Background: an optimization exercise with open tools, aiming at small area, a short achievable clock period and few clock cycles per item. Do not read the settings as production practice. Only simulation tests tie the RTL to the original design; equivalence was not proved. No activity file was given, so power comes from the tool's default toggle rates.

==> 10-28: inputs <==
==> flow/design.v (excerpt) <==
module viterbi_decoder(clk, rst, en, data, data_out, done_flag);
make LEC_CHECK=0 ABC_AREA=1 CAP_MARGIN=20 CORE_MARGIN=2 CORE_UTILIZATION=40 SETUP_SLACK_MARGIN=2 SLEW_MARGIN=20 finish   # period 5.0 ns
run.sh (not shown) runs the stock make flow with config.mk's settings and CLKGATE_MAP_FILE= SYNTH_SCRIPT=/design/flow/synth_recipe.tcl, a recipe that flattens the netlist after the stock synthesis.
==> 09-07: changes against 10-28 <==
--- a/flow/config.mk
+++ b/flow/config.mk
@@ -10,4 +10,4 @@
 export CORE_MARGIN = 2
 export CORE_UTILIZATION = 40
-export SETUP_SLACK_MARGIN = 2
+export SETUP_SLACK_MARGIN = 1
 export SLEW_MARGIN = 20
==> results.txt <==
- Worst setup path endpoint: data_out[7]$_DFF_P_
- Status: timing/DRC/antenna clean
- Post-layout worst setup margin: 0.9603 ns
- Slew at the pin with the worst max-slew slack: 0.7024 ns
- Final design area excluding fillers: 0.007433 sq mm
- Overall power consumption: between 1 and 1.5 mW
The numbers above come from 10-28.

==> results.txt <==
- Status: timing/DRC/antenna clean
- Remaining number of nets flagged by the antenna check after routing: 0
- Worst setup path endpoint: data_out[5]$_DFF_P_
- Slew at the pin with the worst max-slew slack: 0.6883 ns
- Element type at the critical path start: input port
- Final design area excluding fillers: 0.008130 sq mm
- Overall power consumption: 1.268 mW
- Post-layout worst setup margin: around 1.0 ns
- Largest net degree at the start of global routing: 19
- Power share of the clock group: between 10% and 20%
The numbers above come from 09-07.

Testbench counts of 10-28, summed over its fixed seeds: cycles 1,280, blocks 1,280.
Testbench counts of 09-07, summed over its fixed seeds: cycles 1,280, blocks 1,280.


==> inputs of build 36 <==
Another version of the RTL of viterbi_decoder (not shown whole).
==> flow/design.v (excerpt) <==
module viterbi_decoder(clk, rst, en, data, data_out, done_flag);
clock: 5.0 ns
lec_check: 0
abc_area: 1
cap_margin: 20
core_margin: 2
core_utilization: 40
cts_buf_list: sky130_fd_sc_hd__clkbuf_16
cts_cluster_diameter: 300
cts_cluster_size: 30
setup_slack_margin: 0.35
slew_margin: 20
standard.sh (not shown) runs the stock make flow with config.mk's settings and CLKGATE_MAP_FILE= SYNTH_SCRIPT=/design/flow/synth_recipe.tcl, a recipe that flattens the netlist after the stock synthesis.
==> flow/flow/run.sh <==
#!/bin/bash
# The standard layout (the standard.sh, on the standard synthesis script) with two
# changes:
#  - ADDER_MAP_FILE is empty, so Yosys does not extract half/full adders into
#    sky130 ha/fa cells before ABC; ABC maps that logic with the rest.
#  - the port buffers inserted before global placement are sky130_fd_sc_hd__buf_2
#    instead of the resizer's default pick (a clkdlybuf4s50 delay cell).
# Registers and their names are those of the standard synthesis.
set -euo pipefail
export BUFFER_PORTS_ARGS="-buffer_cell sky130_fd_sc_hd__buf_2"
bash standard.sh ADDER_MAP_FILE= finish > standard.log 2>&1
==> inputs of build 12, as changes to build 36 <==
Settings changed: CTS_BUF_LIST sky130_fd_sc_hd__clkbuf_16 to unset, CTS_CLUSTER_DIAMETER 300 to unset, CTS_CLUSTER_SIZE 30 to unset.
==> summary of the runs <==
- Build 36 finished with timing, DRC and antenna clean. Build 12 produced a clean layout.
- In synthesized cell count, build 36 and build 12 do not differ.
- In combinational power, build 36 and build 12 hardly differ.
- Of build 12 and build 36, build 36 has the higher first-iteration DRC count (gap about 18%, measured against build 36).
- In sequential cell count, build 12 and build 36 do not differ.
- In sequential power, build 36 and build 12 hardly differ.
- Clock power: build 36 is higher than build 12 (about 33%).
- In non-clock buffer count, build 12 and build 36 do not differ.
- Synthesized area is the same in build 36 and build 12.
==> figures <==
Worst Max-Slew Pin Slew: build 36 631 ps; build 12 632 ps
Data-path buffer share of cell area in the final layout: build 36 3.79%; build 12 3.82%
Minimum clock period: build 36 4220 ps; build 12 4250 ps
Clock-net power: build 36 0.224 mW; build 12 0.168 mW
Largest fanout on the critical path: build 36 10; build 12 9
Filler Cells Inserted: build 36 840; build 12 843
Number of design-rule violations left by the first detailed-router iteration: build 36 192; build 12 158
GR Layer Usage met1: build 36 25.6%; build 12 25.7%
Final period util: build 36 84.3%; build 12 85.0%
Sequential share of cell area: build 36 13.7%; build 12 13.8%
P_sw: build 36 0.821 mW; build 12 0.817 mW
Peak supply drop: build 36 0.000145 V; build 12 0.000144 V
Outcome: build 36 timing/DRC/antenna clean; build 12 timing/DRC/antenna clean
Clk pin slew, worst setup/hold paths: build 36 60 ps; build 12 90 ps
Routed via count divided by cell count: build 36 5.18; build 12 5.18
Power attributed to sequential cells: build 36 0.280 mW; build 12 0.279 mW
Wire length after detailed routing: build 36 8.99 mm; build 12 9.04 mm
Overall Global Routing Usage: build 36 22.1%; build 12 22.0%
Testbench counts of build 36, summed over its fixed seeds: cycles 1,280, blocks 1,280.
Testbench counts of build 12, summed over its fixed seeds: cycles 1,280, blocks 1,280.

==> separate check: timing with driven ports <==
No port has a modelled driver above. Below, the same layouts with a new extraction and two added sets of constraints. Step 1: set_driving_cell puts a clkbuf_16 on clk and a buf_2 on each other input, an assumption about the parent block. Step 2 moves the port delays by t, midway between the first and last clock arrival at a register: inputs arrive t later, outputs are due t later. That takes back most of the time a late clock gives input paths. Three values: no drivers, after step 1, after step 2; two values: the first two.
run	shift t [ns]	setup slack, ns	worst slew at a driven data input, ns	pins driven straight from the clock port
10-28	0.257	0.960 / 0.922 / 0.665	0.06	1
09-07	0.255	1.040 / 1.015 / 0.760	0.05	1
build 36	0.283	0.783 / 0.753 / 1.036	0.04	1
build 12	0.287	0.751 / 0.725 / 1.012	0.04	1
After both steps every run listed still meets setup and hold. For 10-28, which loses most, drivers alone change the setup slack by -0.038 ns; drivers and shift together by -0.295 ns.
